What follows belongs to an exercise in optimizing a design on an open flow for small area; a production flow would make more cautious choices.
At most, simulation tests tie the RTL to the original design; equivalence was not proved.
The clock port is modelled as an ideal driver; clocking choices that lean on that would not hold on a real chip.
Power is estimated from default activity; no workload was simulated.

== build 36 ==
Design top, start of the top module:
module top(
    input clk_100MHz,
    input rst,
    input reset_button,
    input saveH_button,
    input saveL_button,
    input [7:0] sensors_input,
    input [7:0] setup_input,
    output reg [7:0] cathodes,  
    output reg [7:0] anodes,  
    output reg [2:0] LED1,  
    output reg [2:0] LED2  
    );
For scale: about 230 cells after synthesis, about 40 flip-flops, about 43 I/O pins, roughly 1800 µm² of cells after synthesis.
export LEC_CHECK = 0
export CAP_MARGIN = 20
export CORE_MARGIN = 2
export CORE_UTILIZATION = 40
export GPL_TIMING_DRIVEN = 0
export SLEW_MARGIN = 20
create_clock -name core_clock -period 10.0 [get_ports {clk_100MHz}]
standard.sh (not shown) runs the stock make flow with config.mk's settings and CLKGATE_MAP_FILE= SYNTH_SCRIPT=/design/flow/synth_recipe.tcl, a recipe that flattens the netlist after the stock synthesis.
==> flow/flow/run.sh <==
#!/bin/bash
# The standard ORFS layout (standard.sh) with these changes:
#  - synthesis maps the logic with an area-oriented abc script (deepsyn, then
#    &nf), once per deepsyn seed and variant, and keeps the smallest result (flow/abc_multi.tcl),
#    in place of ORFS's speed script; adders are left to abc (no ADDER_MAP_FILE);
#    everything else in synthesis is the standard flow's own (synth_recipe.tcl);
#  - port buffers use the smallest buffer cell;
#  - clock tree: clkbuf_4 buffers, clusters of up to 10 sinks, no dummy loads;
#    after CTS, flow/post_cts.tcl upsizes any clock buffer whose sinks' slew is
#    over 110 ps.
# Each tool's output is in orfs/logs/; make's output is in flow.log.
set -euo pipefail
HERE=$(pwd)
export ABC_DIR=$HERE/abc
# deepsyn variants: seeds 0..15, and seeds 1..4 with two-input LUTs (-t)
export ABC_SEEDS="0 1 2 3 4 5 6 7 8 9 10 11 12 13 14 15 1t 2t 3t 4t"
mkdir -p $ABC_DIR
for s in $ABC_SEEDS; do
  opt="-S ${s%t}"
  [[ $s == *t ]] && opt="$opt -t"
  printf '%s\n' strash '&get -n' '&st' "&deepsyn -T 10 $opt" '&put' strash 'dch -f' \
    '&get -n' '&nf -R 1000' '&put' topo > $ABC_DIR/abc_area_s$s.script
done
{
  echo "source $HERE/flow/abc_multi.tcl"
  cat synth_recipe.tcl
} > area_synth.tcl
sed -e "s#SYNTH_SCRIPT=[^ ]*#SYNTH_SCRIPT=$HERE/area_synth.tcl ADDER_MAP_FILE=#" standard.sh > area_standard.sh
grep -q "SYNTH_SCRIPT=$HERE/area_synth.tcl ADDER_MAP_FILE=" area_standard.sh
export BUFFER_PORTS_ARGS="-buffer_cell sky130_fd_sc_hd__buf_1"
export REMOVE_ABC_BUFFERS=1
export SKIP_REPAIR_TIE_FANOUT=1
export CTS_ARGS="-sink_clustering_enable -repair_clock_nets -dont_use_dummy_load -sink_clustering_size 10 -buf_list {sky130_fd_sc_hd__clkbuf_4}"
export POST_CTS_TCL=$HERE/flow/post_cts.tcl
bash area_standard.sh > flow.log 2>&1
Other scripts of this flow, unchanged in this note and not shown: flow/flow/abc_multi.tcl, flow/flow/post_cts.tcl
For build 69, these inputs were changed with respect to build 36:
Settings: CAP_MARGIN changed from 20 to 10; SLEW_MARGIN changed from 20 to 10.
-- flow/flow/run.sh --
<<< build 36, line 13
HERE=$(pwd)
export ABC_DIR=$HERE/abc
# deepsyn variants: seeds 0..15, and seeds 1..4 with two-input LUTs (-t)
export ABC_SEEDS="0 1 2 3 4 5 6 7 8 9 10 11 12 13 14 15 1t 2t 3t 4t"
mkdir -p $ABC_DIR
for s in $ABC_SEEDS; do
>>> build 69, line 13
HERE=$(pwd)
export ABC_DIR=$HERE/abc
# deepsyn variants: seed 0..5, each without and with two-input LUTs (-t)
export ABC_SEEDS="0 1 2 3 4 5 0t 1t 2t 3t 4t 5t"
mkdir -p $ABC_DIR
for s in $ABC_SEEDS; do
--- outcome ---
[compare] base=build 36 new=build 69: cell area after placement shows no meaningful change; share of synthesized area occupied by flip-flops and latches shows no meaningful change. Areal power density over the cells in build 69 is 1.1 nW/µm² below build 36. Diff build 36 -> build 69 | total length of routed wires | decrease of 70 µm. Build 36 -> build 69: post-synthesis simple-gate area fraction delta 0, exact match. Summary of build 69 over build 36: setup slack after placement dropped 0.28 ns, number of buffers and inverters on the critical path barely changed, setup slack of the critical path after layout climbed 0.13 ns, sequential share of layout area barely changed, average via count per standard cell dropped 0.94%.
diff inputs: build 69 => build 88
Settings: SLEW_MARGIN: 10 -> 20; CAP_MARGIN: 10 -> 20.
Findings:
Per the final summary, build 88 finished and its layout is clean on timing, DRC and antenna. Build 88 vs. build 69: clock power went up by 3.4%, worst max-slew margin expressed relative to the limit went up by 1.9 points, total power per unit cell area went up by 0.86%, half-perimeter wire length after placement went down by about 0.9%. In the tables for build 88 and build 69, switching part of the total power reads higher with build 88. Comparing sequential share of power for build 88 and build 69, the bigger number came from build 69. Of the two candidates, build 69 has the better via count and build 88 the worse one. Build 88 against build 69: cell area now larger, non-clock buffer count now larger. On setup slack: between build 88 and build 69, it ends up higher for build 69. Compared with build 69, build 88 is the more power-hungry design.

---

## oak
Another version of the RTL of top (not shown whole).
Size in the first run: about 43 I/O pins, ~0.0019 sq mm of cells after synthesis.
==> flow/config.mk <==
export PLATFORM = sky130hd
export DESIGN_NAME = top
export DESIGN_NICKNAME = top
export VERILOG_FILES = /design/flow/design.v
export SDC_FILE = /design/flow/constraint.sdc
export NUM_CORES = 4
export LEC_CHECK = 0
export CAP_MARGIN = 20
export CORE_MARGIN = 2
export CORE_UTILIZATION = 40
export SLEW_MARGIN = 20
==> flow/constraint.sdc <==
create_clock -name core_clock -period 10.0 [get_ports {clk_100MHz}]
set_input_delay 2.0000 -clock core_clock [delete_from_list [all_inputs] [get_ports {clk_100MHz}]]
set_output_delay 2.0000 -clock core_clock [all_outputs]
set_load 0.01 [all_outputs]
==> flow/flow/run.sh <==
#!/bin/bash
# The standard ORFS layout (standard.sh) with these changes:
#  - synthesis maps the logic with an area-oriented abc script (flow/abc_area.script)
#    in place of ORFS's speed script, and leaves adders to abc (no ADDER_MAP_FILE);
#    everything else in synthesis is the standard flow's own (synth_recipe.tcl);
#  - port buffers use the smallest buffer cell.
# Each tool's output is in orfs/logs/; make's output is in flow.log.
set -euo pipefail
HERE=$(pwd)
{
  echo 'proc abc {args} {'
  echo '  set i [lsearch -exact $args -script]'
  echo "  if {\$i >= 0} { set args [lreplace \$args \$i [expr {\$i + 1}] -script $HERE/flow/abc_area.script] }"
  echo '  yosys abc {*}$args'
  echo '}'
  cat synth_recipe.tcl
} > area_synth.tcl
sed -e "s#SYNTH_SCRIPT=[^ ]*#SYNTH_SCRIPT=$HERE/area_synth.tcl ADDER_MAP_FILE=#" standard.sh > area_standard.sh
grep -q "SYNTH_SCRIPT=$HERE/area_synth.tcl ADDER_MAP_FILE=" area_standard.sh
export BUFFER_PORTS_ARGS="-buffer_cell sky130_fd_sc_hd__buf_1"
export CTS_ARGS="-repair_clock_nets -dont_use_dummy_load -buf_list {sky130_fd_sc_hd__clkbuf_16}"
bash area_standard.sh > flow.log 2>&1
==> flow/flow/abc_area.script <==
strash
&get -n
&st
&deepsyn -T 30
&put
strash
dch -f
&get -n
&nf -R 1000
&put
topo
oak | status: complete | timing, DRC, antenna: pass
--- input diff oak..pine ---
--- a/flow/flow/run.sh
+++ b/flow/flow/run.sh
@@ -21 +20,0 @@
-export CTS_ARGS="-repair_clock_nets -dont_use_dummy_load -buf_list {sky130_fd_sc_hd__clkbuf_16}"
## What came out
- Clock net sink count: oak vs pine identical
- The final reports for pine and oak show period utilization lower in the former.
- From oak to pine the numbers moved as follows: number of global-route vias before repair saw an increase, global-route usage rose 0.45 points, summed instance area of the synthesized netlist decreased by 7.5 sq um relative to the old numbers.
- Compared to oak, pine has slack of the critical path 440 ps higher.
- Per the comparison of pine with oak, time the worst path needs with I/O delays and setup down 440 ps; design area down 0.51%.
- Between oak and pine, the part of the power in combinational logic figures differ only marginally.
- The maximum number of pins on one net before global-route repair in pine was higher than what oak gave.
diff inputs: pine => birch
--- a/flow/flow/run.sh
+++ b/flow/flow/run.sh
@@ -20,0 +21 @@
+export CTS_ARGS="-sink_clustering_enable -repair_clock_nets -dont_use_dummy_load -sink_clustering_size 50 -sink_clustering_max_diameter 500 -buf_list {sky130_fd_sc_hd__clkbuf_8 sky130_fd_sc_hd__clkbuf_16}"
Notes after the runs:
birch: full flow OK, the timing, DRC and antenna checks passed
Row routed wire length per instance: birch higher / pine lower
Changes observed in birch relative to pine: final critical delay including setup and external delays up 430 ps, fmax down 0.012 GHz, proportion of cell area occupied by multi-input gates up 1.1 points.
Density: birch sparser than pine
Comparing pine and birch, the lower effective utilization at floorplan is on pine.
Function was not checked in any run of this note: the RTL went through the layout flow alone.

---

old:
Another version of the RTL of top (not shown whole).
Size in the first run: ~220 cells after synthesis, about 43 I/O pins, about 1800 um2 of cells after synthesis.
clock: 10.0 ns
lec_check: 0
cap_margin: 10
core_margin: 2
core_utilization: 40
gpl_timing_driven: 0
slew_margin: 10
==> flow/flow/run.sh <==
#!/bin/bash
# The standard ORFS layout (standard.sh) with these changes:
#  - synthesis maps the logic with area-oriented abc scripts (deepsyn, optional
#    &mfs rounds, then &nf), one per deepsyn seed and variant, and keeps the
#    smallest result (flow/abc_multi.tcl), in place of ORFS's speed script; adders are left to abc (no ADDER_MAP_FILE);
#    everything else in synthesis is the standard flow's own (synth_recipe.tcl);
#  - port buffers use the smallest buffer cell;
#  - clock tree: clkbuf_4 buffers, clusters of up to 10 sinks, no dummy loads;
#    after CTS, flow/post_cts.tcl upsizes any clock buffer whose sinks' slew is
#    over 110 ps.
# Each tool's output is in orfs/logs/; make's output is in flow.log.
set -euo pipefail
HERE=$(pwd)
export ABC_DIR=$HERE/abc
# abc variants: deepsyn seeds 0..5, each followed directly by mapping (p),
# or by one (m) or two (h) rounds of 4-input LUT mapping and &mfs
# don't-care optimization before mapping
export ABC_SEEDS="6p 7p 8p 9p 10p 11p 6m 7m 8m 9m 10m 11m 6h 7h 8h 9h 10h 11h"
mkdir -p $ABC_DIR
for s in $ABC_SEEDS; do
  case $s in
    *p) mfs=() ;;
    *m) mfs=('&if -K 4 -a' '&mfs' '&st') ;;
    *h) mfs=('&if -K 4 -a' '&mfs' '&st' '&if -K 4 -a' '&mfs' '&st') ;;
  esac
  printf '%s\n' strash '&get -n' '&st' "&deepsyn -T 10 -S ${s%?}" "${mfs[@]}" '&put' strash 'dch -f' \
    '&get -n' '&nf -R 1000' '&put' topo > $ABC_DIR/abc_area_s$s.script
done
{
  echo "source $HERE/flow/abc_multi.tcl"
  cat synth_recipe.tcl
} > area_synth.tcl
sed -e "s#SYNTH_SCRIPT=[^ ]*#SYNTH_SCRIPT=$HERE/area_synth.tcl ADDER_MAP_FILE=#" standard.sh > area_standard.sh
grep -q "SYNTH_SCRIPT=$HERE/area_synth.tcl ADDER_MAP_FILE=" area_standard.sh
export BUFFER_PORTS_ARGS="-buffer_cell sky130_fd_sc_hd__buf_1"
export REMOVE_ABC_BUFFERS=1
export SKIP_REPAIR_TIE_FANOUT=1
export CTS_ARGS="-sink_clustering_enable -repair_clock_nets -dont_use_dummy_load -sink_clustering_size 10 -buf_list {sky130_fd_sc_hd__clkbuf_4}"
export POST_CTS_TCL=$HERE/flow/post_cts.tcl
bash area_standard.sh > flow.log 2>&1
==> flow/flow/abc_multi.tcl <==
# Sourced by the synthesis script before ORFS's synth.tcl. Replaces yosys's abc
# command as synth.tcl calls it: maps the logic once per deepsyn seed with an
# area-oriented abc script (abc_area_s<seed>.script, written by run.sh) and
# keeps the result with the smallest cell area.
proc abc {args} {
  set i [lsearch -exact $args -script]
  set lib [lindex $args [expr {[lsearch -exact $args -liberty] + 1}]]
  set best_area ""
  yosys design -save abc_in
  foreach seed $::env(ABC_SEEDS) {
    yosys design -load abc_in
    set script $::env(ABC_DIR)/abc_area_s$seed.script
    yosys abc {*}[lreplace $args $i [expr {$i + 1}] -script $script]
    yosys tee -q -o $::env(ABC_DIR)/abc_stat_s$seed.txt stat -liberty $lib
    set f [open $::env(ABC_DIR)/abc_stat_s$seed.txt]
    set txt [read $f]
    close $f
    regexp {Chip area for module '[^']*': ([0-9.]+)} $txt -> area
    puts "abc seed $seed: cell area $area"
    if { $best_area eq "" || $area < $best_area } {
      set best_area $area
      yosys design -save abc_best
    }
  }
  yosys design -load abc_best
  puts "abc: kept cell area $best_area"
}
Other scripts of this flow, unchanged in this note and not shown: flow/flow/post_cts.tcl
old | stages: all done | timing, DRC, antenna: all pass
The following lists how new was set up differently from old:
-- flow/flow/run.sh --
<<< old, line 3
#  - synthesis maps the logic with area-oriented abc scripts (deepsyn, optional
#    &mfs rounds, then &nf), one per deepsyn seed and variant, and keeps the
#    smallest result (flow/abc_multi.tcl), in place of ORFS's speed script; adders are left to abc (no ADDER_MAP_FILE);
>>> new, line 3
#  - synthesis maps the logic with an area-oriented abc script (deepsyn, then
#    &nf), once per deepsyn seed and variant, and keeps the smallest result (flow/abc_multi.tcl),
#    in place of ORFS's speed script; adders are left to abc (no ADDER_MAP_FILE);
<<< old, line 15
# abc variants: deepsyn seeds 0..5, each followed directly by mapping (p),
# or by one (m) or two (h) rounds of 4-input LUT mapping and &mfs
# don't-care optimization before mapping
export ABC_SEEDS="6p 7p 8p 9p 10p 11p 6m 7m 8m 9m 10m 11m 6h 7h 8h 9h 10h 11h"
>>> new, line 15
# deepsyn variants: seed 0..5, each without and with two-input LUTs (-t)
export ABC_SEEDS="0 1 2 3 4 5 0t 1t 2t 3t 4t 5t"
<<< old, line 21
  case $s in
    *p) mfs=() ;;
    *m) mfs=('&if -K 4 -a' '&mfs' '&st') ;;
    *h) mfs=('&if -K 4 -a' '&mfs' '&st' '&if -K 4 -a' '&mfs' '&st') ;;
  esac
  printf '%s\n' strash '&get -n' '&st' "&deepsyn -T 10 -S ${s%?}" "${mfs[@]}" '&put' strash 'dch -f' \
>>> new, line 19
  opt="-S ${s%t}"
  [[ $s == *t ]] && opt="$opt -t"
  printf '%s\n' strash '&get -n' '&st' "&deepsyn -T 10 $opt" '&put' strash 'dch -f' \
Notes after the runs:
- Looking at new and old, the clock latency of the later-clocked register in the worst-skew pair is a wash.
- Width of the chip of old is on par with new.
- On routed wire length, new tracks old almost exactly.
- new ends up with a cell area after placement that is 0.71% lower than in old.
- For power, old and new come out practically identical.
- Final worst-path cycle share: new > old
- Side by side, cell count turned out higher in new than in old.
- In new the synthesized cell count turned out about 3.7% higher than in old.
- Relative to old, area of the multi-input gates has decreased by about 1.5% in new.
- Final cell area: new below old
- old vs new, critical path's slowest cell: sky130_fd_sc_hd__or3_1 vs sky130_fd_sc_hd__a21oi_1
- Between new and old, buffer count excluding the clock tree in the final layout is higher for old, new comes in under that.

---

== v4 ==
Another version of the RTL of top (not shown whole).
Size: ~41 flip-flops, roughly 43 I/O pins, ~0.0018 mm2 of cells after synthesis.
## top
module top(
    input clk_100MHz,
    input rst,
    input reset_button,
    input saveH_button,
    input saveL_button,
    input [7:0] sensors_input,
    input [7:0] setup_input,
    output reg [7:0] cathodes,  
    output reg [7:0] anodes,  
    output reg [2:0] LED1,  
    output reg [2:0] LED2  
    );
clock: 10.0 ns
lec_check: 0
cap_margin: 20
core_margin: 2
core_utilization: 65
gpl_timing_driven: 0
slew_margin: 20
==> flow/flow/run.sh <==
#!/bin/bash
# The standard ORFS layout (standard.sh) with these changes:
#  - synthesis maps the logic with an area-oriented abc script (deepsyn, then
#    &nf), once per deepsyn seed, and keeps the smallest result (flow/abc_multi.tcl),
#    in place of ORFS's speed script; adders are left to abc (no ADDER_MAP_FILE);
#    everything else in synthesis is the standard flow's own (synth_recipe.tcl);
#  - port buffers use the smallest buffer cell;
#  - clock tree: clkbuf_4 buffers, clusters of up to 10 sinks, no dummy loads;
#    after CTS, flow/post_cts.tcl upsizes any clock buffer whose sinks' slew is
#    over 110 ps.
# Each tool's output is in orfs/logs/; make's output is in flow.log.
set -euo pipefail
HERE=$(pwd)
export ABC_DIR=$HERE/abc
export ABC_SEEDS="0 1 2 3 4 5 6 7"
mkdir -p $ABC_DIR
for s in $ABC_SEEDS; do
  printf '%s\n' strash '&get -n' '&st' "&deepsyn -T 10 -S $s" '&put' strash 'dch -f' \
    '&get -n' '&nf -R 1000' '&put' topo > $ABC_DIR/abc_area_s$s.script
done
{
  echo "source $HERE/flow/abc_multi.tcl"
  cat synth_recipe.tcl
} > area_synth.tcl
sed -e "s#SYNTH_SCRIPT=[^ ]*#SYNTH_SCRIPT=$HERE/area_synth.tcl ADDER_MAP_FILE=#" standard.sh > area_standard.sh
grep -q "SYNTH_SCRIPT=$HERE/area_synth.tcl ADDER_MAP_FILE=" area_standard.sh
export BUFFER_PORTS_ARGS="-buffer_cell sky130_fd_sc_hd__buf_1"
export REMOVE_ABC_BUFFERS=1
export SKIP_REPAIR_TIE_FANOUT=1
export CTS_ARGS="-sink_clustering_enable -repair_clock_nets -dont_use_dummy_load -sink_clustering_size 10 -buf_list {sky130_fd_sc_hd__clkbuf_4}"
export POST_CTS_TCL=$HERE/flow/post_cts.tcl
bash area_standard.sh > flow.log 2>&1
==> flow/flow/post_cts.tcl <==
proc clk_worst_sink_slew { inst } {
  set net [get_nets -of_objects [get_pins [get_property $inst full_name]/X]]
  set worst 0
  foreach p [get_pins -of_objects $net -filter "direction == input"] {
    set s [get_property $p slew_max]
    if { $s > $worst } { set worst $s }
  }
  # in seconds or in the user time unit (ns)
  if { $worst < 1e-6 } { return [expr {$worst * 1e12}] }
  return [expr {$worst * 1e3}]
}
set clk_sizes {sky130_fd_sc_hd__clkbuf_4 sky130_fd_sc_hd__clkbuf_8 sky130_fd_sc_hd__clkbuf_16}
set clk_changed 0
for { set round 0 } { $round < 2 } { incr round } {
  estimate_parasitics -placement
  foreach inst [get_cells clkbuf_*] {
    set name [get_property $inst full_name]
    set ref [get_property $inst ref_name]
    set worst [clk_worst_sink_slew $inst]
    set i [lsearch -exact $clk_sizes $ref]
    puts "clock buffer $name $ref: worst sink slew [format %.1f $worst] ps"
    if { $worst > 110 && $i >= 0 && $i < [llength $clk_sizes] - 1 } {
      set to [lindex $clk_sizes [expr {$i + 1}]]
      puts "  upsized to $to"
      replace_cell $inst $to
      incr clk_changed
    }
  }
}
if { $clk_changed } {
  detailed_placement
  check_placement -verbose
  estimate_parasitics -placement
}
Scripts as last shown in full above: flow/flow/abc_multi.tcl
v4: all stages complete, timing, DRC and antenna checks passed
What v1 does differently from v4 at the input level:
Settings: CORE_UTILIZATION changed from 65 to 40.
-- flow/flow/run.sh --
<<< v4, line 8
#  - clock tree: clkbuf_4 buffers, clusters of up to 10 sinks, no dummy loads;
#    after CTS, flow/post_cts.tcl upsizes any clock buffer whose sinks' slew is
#    over 110 ps.
>>> v1, line 8
#  - clock tree: clkbuf_4 buffers, clusters of up to 10 sinks, no dummy loads.
<<< v4, line 31
export POST_CTS_TCL=$HERE/flow/post_cts.tcl
>>> v1, line 29
removed: flow/flow/post_cts.tcl
## What came out
The final layout from v1, which completed every stage, passed the timing, DRC and antenna checks at the end of the flow.
Final critical delay including setup and external delays: v1 vs v4 down 460 ps
Global-route usage in v1 vs v4: down 9.3 points
Taking v4 as the reference, in v1 power fell about 3%; post-route worst setup slack rose 460 ps; layout sequential cell count about even.
Looking at area growth from synthesis to final layout, v1 sits 0.89 points higher than v4 does.
Of v4 and v1, v1 shows the lower clock network fraction of total power, with v4 above it.
v1 vs v4 — post-layout utilization of the core dropped 28 points.
v1: share of the clock period used by the worst path after layout is 4.6 points lower than what v4 reported.
Relative to v1, the following input files were edited for v38:
-- flow/flow/run.sh --
<<< v1, line 8
#  - clock tree: clkbuf_4 buffers, clusters of up to 10 sinks, no dummy loads.
>>> v38, line 8
#  - clock tree: clkbuf_4 buffers, clusters of up to 10 sinks, no dummy loads;
#    after CTS, flow/post_cts.tcl upsizes any clock buffer whose sinks' slew is
#    over 110 ps.
<<< v1, line 29
>>> v38, line 31
export POST_CTS_TCL=$HERE/flow/post_cts.tcl
==> flow/flow/post_cts.tcl (new file) <==
proc clk_worst_sink_slew { inst } {
  set net [get_nets -of_objects [get_pins [get_property $inst full_name]/X]]
  set worst 0
  foreach p [get_pins -of_objects $net -filter "direction == input"] {
    set s [get_property $p slew_max]
    if { $s > $worst } { set worst $s }
  }
  # in seconds or in the user time unit (ns)
  if { $worst < 1e-6 } { return [expr {$worst * 1e12}] }
  return [expr {$worst * 1e3}]
}
set clk_sizes {sky130_fd_sc_hd__clkbuf_4 sky130_fd_sc_hd__clkbuf_8 sky130_fd_sc_hd__clkbuf_16}
set clk_changed 0
for { set round 0 } { $round < 2 } { incr round } {
  estimate_parasitics -placement
  foreach inst [get_cells clkbuf_*] {
    set name [get_property $inst full_name]
    set ref [get_property $inst ref_name]
    set worst [clk_worst_sink_slew $inst]
    set i [lsearch -exact $clk_sizes $ref]
    puts "clock buffer $name $ref: worst sink slew [format %.1f $worst] ps"
    if { $worst > 110 && $i >= 0 && $i < [llength $clk_sizes] - 1 } {
      set to [lindex $clk_sizes [expr {$i + 1}]]
      puts "  upsized to $to"
      replace_cell $inst $to
      incr clk_changed
    }
  }
}
if { $clk_changed } {
  detailed_placement
  check_placement -verbose
  estimate_parasitics -placement
}
==> comparison <==
[compare] base=v1 new=v38: worst-case headroom to the max-slew limit level; wire length per cell after detailed routing rose 0.053 um; power per standard cell area +about 3%.
| combinational power | v1 vs v38 | ≈ equal |
Final standard cell utilization of the core, v1 and v38: lower on v1
Reported for v1 and v38, number of well-tap cells placed turned out identical to the last digit.
v1 and v38 ended up with roughly the same transition at the pin with the smallest max-transition slack.
Higher overall power after layout among v1 and v38: v38
v38 vs. v1: routed wire length rose by 16 um, worst setup slack fell by 11 ps, final design area excluding fillers rose by about 0.6%.

[what the ideal ports hide]
In the flow no input, the clock included, has a driving cell. The finished layouts below were timed again as built, in two steps.
Step 1: set_driving_cell puts a clkbuf_16 on clk_100MHz and a buf_2 on each other input, an assumption about the parent block.
Step 2 also shifts input and output timing later by t, the mid clock arrival at the registers, as if the neighbouring blocks saw the same clock.
Slacks: ideal ports / drivers / drivers and shift; pairs: ideal ports / drivers.
run | t (ns) | slack for setup (ns) | worst setup path at the end | latest minus earliest clock arrival (ns) | worst register clock-pin slew, ns
build 36 | 0.358 | 3.704 / 3.683 / 3.683 | input to output | 0.018 / 0.019 | 0.09 / 0.09
build 69 | 0.343 | 3.830 / 3.807 / 3.807 | input to output | 0.023 / 0.023 | 0.09 / 0.09
build 88 | 0.358 | 3.704 / 3.683 / 3.683 | input to output | 0.018 / 0.019 | 0.09 / 0.09
oak | 0.306 | 3.825 / 3.804 / 3.804 | input to output | 0.009 / 0.009 | 0.06 / 0.06
pine | 0.318 | 4.268 / 4.248 / 4.248 | input to output | 0.010 / 0.010 | 0.09 / 0.09
birch | 0.315 | 3.834 / 3.813 / 3.813 | input to output | 0.013 / 0.012 | 0.08 / 0.08
old | 0.345 | 4.466 / 4.439 / 4.439 | input to output | 0.025 / 0.025 | 0.09 / 0.09
new | 0.350 | 4.213 / 4.186 / 4.186 | input to output | 0.021 / 0.021 | 0.09 / 0.09
v4 | 0.334 | 3.540 / 3.519 / 3.519 | input to output | 0.030 / 0.030 | 0.10 / 0.10
v1 | 0.359 | 3.997 / 3.978 / 3.978 | input to output | 0.032 / 0.032 | 0.12 / 0.12
v38 | 0.350 | 3.986 / 3.966 / 3.966 | input to output | 0.015 / 0.015 | 0.09 / 0.09
After both steps every run listed still meets setup and hold.
